This is an optimization exercise on Yosys and OpenROAD, whose aim is small area, not a production implementation. Only simulation tests tie the RTL to the original design; equivalence was not proved. No activity file was given, so power comes from the tool's default toggle rates.

==> run F: inputs <==
==> flow/design.v <==
`timescale 1ns / 1ps
module comparer#(
     parameter cache_depth = 8
)(
    input               axis_clk,
    input               axis_rstn,
    input               cache_key_valid,
    input  [63:0]       cache_key,
    output              cache_key_ready,
    input               compare_key_valid,
    input  [63:0]       compare_key,
    input               compare_opcode,   
    output              compare_key_ready,
    output reg          out_key_valid,
    output     [63:0]   out_key,
    input               out_key_ready,
    output reg                          result_valid,
    input                               result_ready,
    output reg [cache_depth-1:0]        result
    );
    reg [63:0]            caches [0:7];
    reg [7:0]             caches_state;
    reg [2:0]             head, tail;
    assign cache_key_ready   = 1'b1;
    assign compare_key_ready = ~result_valid;
    wire cmp_fire = compare_key_valid & ~result_valid;
    wire [7:0] head_oh, tail_oh;
    dec3 u_hdec (.a(head), .y(head_oh));
    dec3 u_tdec (.a(tail), .y(tail_oh));
    wire [63:0] kn = ~compare_key;
    wire [7:0]  key_eq;
    genvar g;
    generate
        for (g = 0; g < 8; g = g + 1) begin : g_eq
            key_eq_64 u_eq (.q(caches[g]), .kn(kn), .eq(key_eq[g]));
        end
    endgenerate
    wire [7:0] match = caches_state & key_eq;
    integer i;
    always @(posedge axis_clk) begin
        for (i = 0; i < 8; i = i + 1)
            if (cache_key_valid && head_oh[i])
                caches[i] <= cache_key;
    end
    always @(posedge axis_clk) begin
        if (!axis_rstn) begin
            head         <= 3'd0;
            caches_state <= 8'd0;
        end else begin
            for (i = 0; i < 8; i = i + 1)
                if (cache_key_valid && head_oh[i])
                    caches_state[i] <= 1'b1;
                else if (cmp_fire && match[i])
                    caches_state[i] <= 1'b0;
            if (cache_key_valid)
                head <= {head[2] ^ (head[1] & head[0]), head[1] ^ head[0], ~head[0]};
        end
    end
    always @(posedge axis_clk) begin
        if (!axis_rstn) begin
            result_valid <= 1'b0;
        end else if (result_valid) begin
            if (result_ready) result_valid <= 1'b0;
        end else if (compare_key_valid) begin
            result_valid <= 1'b1;
        end
    end
    always @(posedge axis_clk) begin
        if (!result_valid)
            result <= compare_opcode ? 8'd0 : match;
    end
    generate
        for (g = 0; g < 64; g = g + 1) begin : g_rd
            sel8 u_rd (.s(tail_oh),
                       .d({caches[7][g], caches[6][g], caches[5][g], caches[4][g],
                           caches[3][g], caches[2][g], caches[1][g], caches[0][g]}),
                       .y(out_key[g]));
        end
    endgenerate
    wire tail_state = |(caches_state & tail_oh);
    wire not_empty  = head != tail;
    wire tail_adv   = out_key_valid ? out_key_ready : (not_empty & ~tail_state);
    always @(posedge axis_clk) begin
        if (!axis_rstn) begin
            out_key_valid <= 1'b0;
            tail          <= 3'd0;
        end else begin
            out_key_valid <= not_empty & (out_key_valid ? ~out_key_ready : tail_state);
            if (tail_adv)
                tail <= {tail[2] ^ (tail[1] & tail[0]), tail[1] ^ tail[0], ~tail[0]};
        end
    end
endmodule
module key_eq_64 (
    input  [63:0] q,
    input  [63:0] kn,
    output        eq
);
    wire [31:0] o_n;    
    wire [21:0] a_n;    
    genvar j;
    generate
        for (j = 0; j < 32; j = j + 1) begin : g_o
            or_pair u_o (.q(q[2*j+1:2*j]), .kn(kn[2*j+1:2*j]), .y_n(o_n[j]));
        end
        for (j = 0; j < 21; j = j + 1) begin : g_a
            and_trip u_a (.q(q[3*j+2:3*j]), .kn(kn[3*j+2:3*j]), .y_n(a_n[j]));
        end
    endgenerate
    nand2_m u_a21 (.a({q[63], kn[63]}), .y(a_n[21]));
    wire [7:0] r;
    nor16_n u_r0 (.a(o_n[15:0]),  .y(r[0]));
    nor16_n u_r1 (.a(o_n[31:16]), .y(r[1]));
    generate
        for (j = 0; j < 5; j = j + 1) begin : g_r
            nand4_m u_r (.a(a_n[4*j+3:4*j]), .y(r[2+j]));
        end
    endgenerate
    nand2_m u_r7 (.a(a_n[21:20]), .y(r[7]));
    assign eq = ~|r;
endmodule
module or_pair (
    input  [1:0] q,
    input  [1:0] kn,
    output       y_n
);
    assign y_n = ~((q[0] | kn[0]) & (q[1] | kn[1]));
endmodule
module and_trip (
    input  [2:0] q,
    input  [2:0] kn,
    output       y_n
);
    assign y_n = ~((q[0] & kn[0]) | (q[1] & kn[1]) | (q[2] & kn[2]));
endmodule
module nor16_n (
    input  [15:0] a,
    output        y
);
    assign y = ~&{~|a[3:0], ~|a[7:4], ~|a[11:8], ~|a[15:12]};
endmodule
module nand4_m (
    input  [3:0] a,
    output       y
);
    assign y = ~&a;
endmodule
module nand2_m (
    input  [1:0] a,
    output       y
);
    assign y = ~&a;
endmodule
module sel8 (
    input  [7:0] s,
    input  [7:0] d,
    output       y
);
    wire [1:0] p_n;
    aoi222_m u_p0 (.a(d[2:0]), .b(s[2:0]), .y(p_n[0]));
    aoi222_m u_p1 (.a(d[5:3]), .b(s[5:3]), .y(p_n[1]));
    assign y = ~(p_n[0] & p_n[1] & ~((d[6] & s[6]) | (d[7] & s[7])));
endmodule
module aoi222_m (
    input  [2:0] a,
    input  [2:0] b,
    output       y
);
    assign y = ~|(a & b);
endmodule
module dec3 (
    input  [2:0] a,
    output [7:0] y
);
    assign y = 8'd1 << a;
endmodule
==> flow/flow/run.sh <==
#!/bin/bash
# Standard ORFS layout with three changes:
#  - port buffers use buf_1 instead of the default delay buffer,
#  - CTS uses larger sink clusters and no dummy loads,
# everything else (synthesis, floorplan, power grid, placement, routing) as standard.sh runs it.
set -euo pipefail
cat >> config.mk <<'EOF'
export BUFFER_PORTS_ARGS = -buffer_cell sky130_fd_sc_hd__buf_1
export CTS_ARGS = -sink_clustering_enable -repair_clock_nets -dont_use_dummy_load -sink_clustering_size 28 -sink_clustering_max_diameter 120 -buf_list sky130_fd_sc_hd__clkbuf_16
EOF
bash standard.sh finish > standard_flow.log 2>&1
==> flow/standard.sh <==
#!/bin/bash
# synth_recipe.tcl (not shown) runs the flow's synth.tcl, then flattens the netlist and writes it again
# the make line also repeats each setting of config.mk as NAME=value (left out here)
make -C /OpenROAD-flow-scripts/flow DESIGN_CONFIG=/design/flow/config.mk WORK_HOME=/design/flow/orfs CLKGATE_MAP_FILE= SYNTH_SCRIPT=/design/flow/synth_recipe.tcl "${@:-finish}"
==> flow/config.mk <==
export PLATFORM = sky130hd
export DESIGN_NAME = comparer
export DESIGN_NICKNAME = comparer
export VERILOG_FILES = /design/flow/design.v
export SDC_FILE = /design/flow/constraint.sdc
export NUM_CORES = 4
export LEC_CHECK = 0
export CAP_MARGIN = 20
export CORE_MARGIN = 2
export CORE_UTILIZATION = 55
export PLACE_DENSITY = 0.7
export SLEW_MARGIN = 20
export SYNTH_HIERARCHICAL = 1
export SYNTH_MINIMUM_KEEP_SIZE = 0
export BUFFER_PORTS_ARGS = -buffer_cell sky130_fd_sc_hd__buf_1
export CTS_ARGS = -sink_clustering_enable -repair_clock_nets -dont_use_dummy_load -sink_clustering_size 28 -sink_clustering_max_diameter 120 -buf_list sky130_fd_sc_hd__clkbuf_16
==> flow/constraint.sdc <==
create_clock -name core_clock -period 5.0 [get_ports {axis_clk}]
set_input_delay 1.0000 -clock core_clock [delete_from_list [all_inputs] [get_ports {axis_clk}]]
set_output_delay 1.0000 -clock core_clock [all_outputs]
set_load 0.01 [all_outputs]
==> run R: changes against run F <==
==> flow/design.v (replaced) <==
`timescale 1ns / 1ps
module comparer#(
     parameter cache_depth = 8
)(
    input               axis_clk,
    input               axis_rstn,
    input               cache_key_valid,
    input  [63:0]       cache_key,
    output              cache_key_ready,
    input               compare_key_valid,
    input  [63:0]       compare_key,
    input               compare_opcode,   
    output              compare_key_ready,
    output reg          out_key_valid,
    output     [63:0]   out_key,
    input               out_key_ready,
    output reg                          result_valid,
    input                               result_ready,
    output reg [cache_depth-1:0]        result
    );
    reg [63:0]            caches [0:7];
    reg [7:0]             caches_state;
    reg [2:0]             head, tail;
    assign cache_key_ready   = 1'b1;
    assign compare_key_ready = ~result_valid;
    wire cmp_fire = compare_key_valid & ~result_valid;
    wire [7:0] head_oh = 8'd1 << head;
    wire [7:0] tail_oh = 8'd1 << tail;
    reg  [7:0] match;
    integer i;
    always @* begin
        for (i = 0; i < 8; i = i + 1)
            match[i] = caches_state[i] & (caches[i] == compare_key);
    end
    always @(posedge axis_clk) begin
        for (i = 0; i < 8; i = i + 1)
            if (cache_key_valid && head_oh[i])
                caches[i] <= cache_key;
    end
    always @(posedge axis_clk) begin
        if (!axis_rstn) begin
            head         <= 3'd0;
            caches_state <= 8'd0;
        end else begin
            for (i = 0; i < 8; i = i + 1)
                if (cache_key_valid && head_oh[i])
                    caches_state[i] <= 1'b1;
                else if (cmp_fire && match[i])
                    caches_state[i] <= 1'b0;
            if (cache_key_valid)
                head <= head + 3'd1;
        end
    end
    always @(posedge axis_clk) begin
        if (!axis_rstn) begin
            result_valid <= 1'b0;
        end else if (result_valid) begin
            if (result_ready) result_valid <= 1'b0;
        end else if (compare_key_valid) begin
            result_valid <= 1'b1;
        end
    end
    always @(posedge axis_clk) begin
        if (!result_valid)
            result <= compare_opcode ? 8'd0 : match;
    end
    reg [63:0] rd;
    always @* begin
        rd = 64'd0;
        for (i = 0; i < 8; i = i + 1)
            rd = rd | (caches[i] & {64{tail_oh[i]}});
    end
    assign out_key = rd;
    wire tail_state = |(caches_state & tail_oh);
    always @(posedge axis_clk) begin
        if (!axis_rstn) begin
            out_key_valid <= 1'b0;
            tail          <= 3'd0;
        end else begin
            if (out_key_valid && out_key_ready) begin
                out_key_valid <= 1'b0;
                tail          <= tail + 3'd1;
            end
            if (head != tail) begin
                if (!out_key_valid) begin
                    if (tail_state)
                        out_key_valid <= 1'b1;
                    else
                        tail <= tail + 3'd1;
                end
            end else begin
                out_key_valid <= 1'b0;
            end
        end
    end
endmodule
--- a/flow/flow/run.sh
+++ b/flow/flow/run.sh
@@ -8,3 +8,3 @@
 export BUFFER_PORTS_ARGS = -buffer_cell sky130_fd_sc_hd__buf_1
-export CTS_ARGS = -sink_clustering_enable -repair_clock_nets -dont_use_dummy_load -sink_clustering_size 28 -sink_clustering_max_diameter 120 -buf_list sky130_fd_sc_hd__clkbuf_16
+export CTS_ARGS = -sink_clustering_enable -repair_clock_nets -dont_use_dummy_load -sink_clustering_size 30 -sink_clustering_max_diameter 80 -buf_list sky130_fd_sc_hd__clkbuf_16
 EOF
CORE_UTILIZATION = 40   (was 55)
CTS_ARGS = -sink_clustering_enable -repair_clock_nets -dont_use_dummy_load -sink_clustering_size 30 -sink_clustering_max_diameter 80 -buf_list sky130_fd_sc_hd__clkbuf_16   (was -sink_clustering_enable -repair_clock_nets -dont_use_dummy_load -sink_clustering_size 28 -sink_clustering_max_diameter 120 -buf_list sky130_fd_sc_hd__clkbuf_16)
PLACE_DENSITY = unset   (was 0.7)
SYNTH_HIERARCHICAL = unset   (was 1)
SYNTH_MINIMUM_KEEP_SIZE = unset   (was 0)
==> comparison table <==
quantity	run F	run R
Outcome	no timing/DRC/antenna violations	no timing/DRC/antenna violations
Clock-pin slew reported for the worst setup and hold paths after clock tree synthesis	0.10 ns	0.07 ns
Switching power	3.11 mW	3.69 mW
Share of final layout cell area taken by non-clock buffers	3.86%	4.00%
Overall track demand over capacity in global routing	38.9%	32.0%
Slowest stage cell, crit path	and3b_2	buf_4
Worst Clk Skew	0.0682 ns	0.0571 ns
Non-Filler Instances	2,339	2,714
Simple-Gate Fraction of Synth Area	7.14%	5.76%
Register fraction of the total cell area	62.5%	57.1%
Placed cell count	2,312	2,678
Internal portion of total power	6.64 mW	7.36 mW
Multiplexer area fraction after synthesis	0.129%	2.72%

## what the ideal ports hide
How much do the figures lean on ideal ports? The routed layouts below were timed once more, with nothing changed but the port constraints. Step 1 sets driving cells, clkbuf_16 on the clock port and buf_2 on the other inputs (assumed; they add their load-dependent delay and slew). Step 2 adds t to the input delays and takes it off the output delays; t is the mean of the earliest and latest rising clock arrival at the registers after step 1. Input paths then give back, and output paths get back, about the clock's delay inside the block. a / b / c = no drivers / after step 1 / after step 2; a / b = the first two.
run	shift t [ns]	slack for setup (ns)	worst setup path after step 2	worst register clock-pin slew, ns
run F	0.635	0.667 / 0.609 / 0.792	input to register	0.11 / 0.11
run R	0.677	0.681 / 0.616 / 1.107	input to register	0.11 / 0.11
After both steps setup and hold are still met in every run listed.
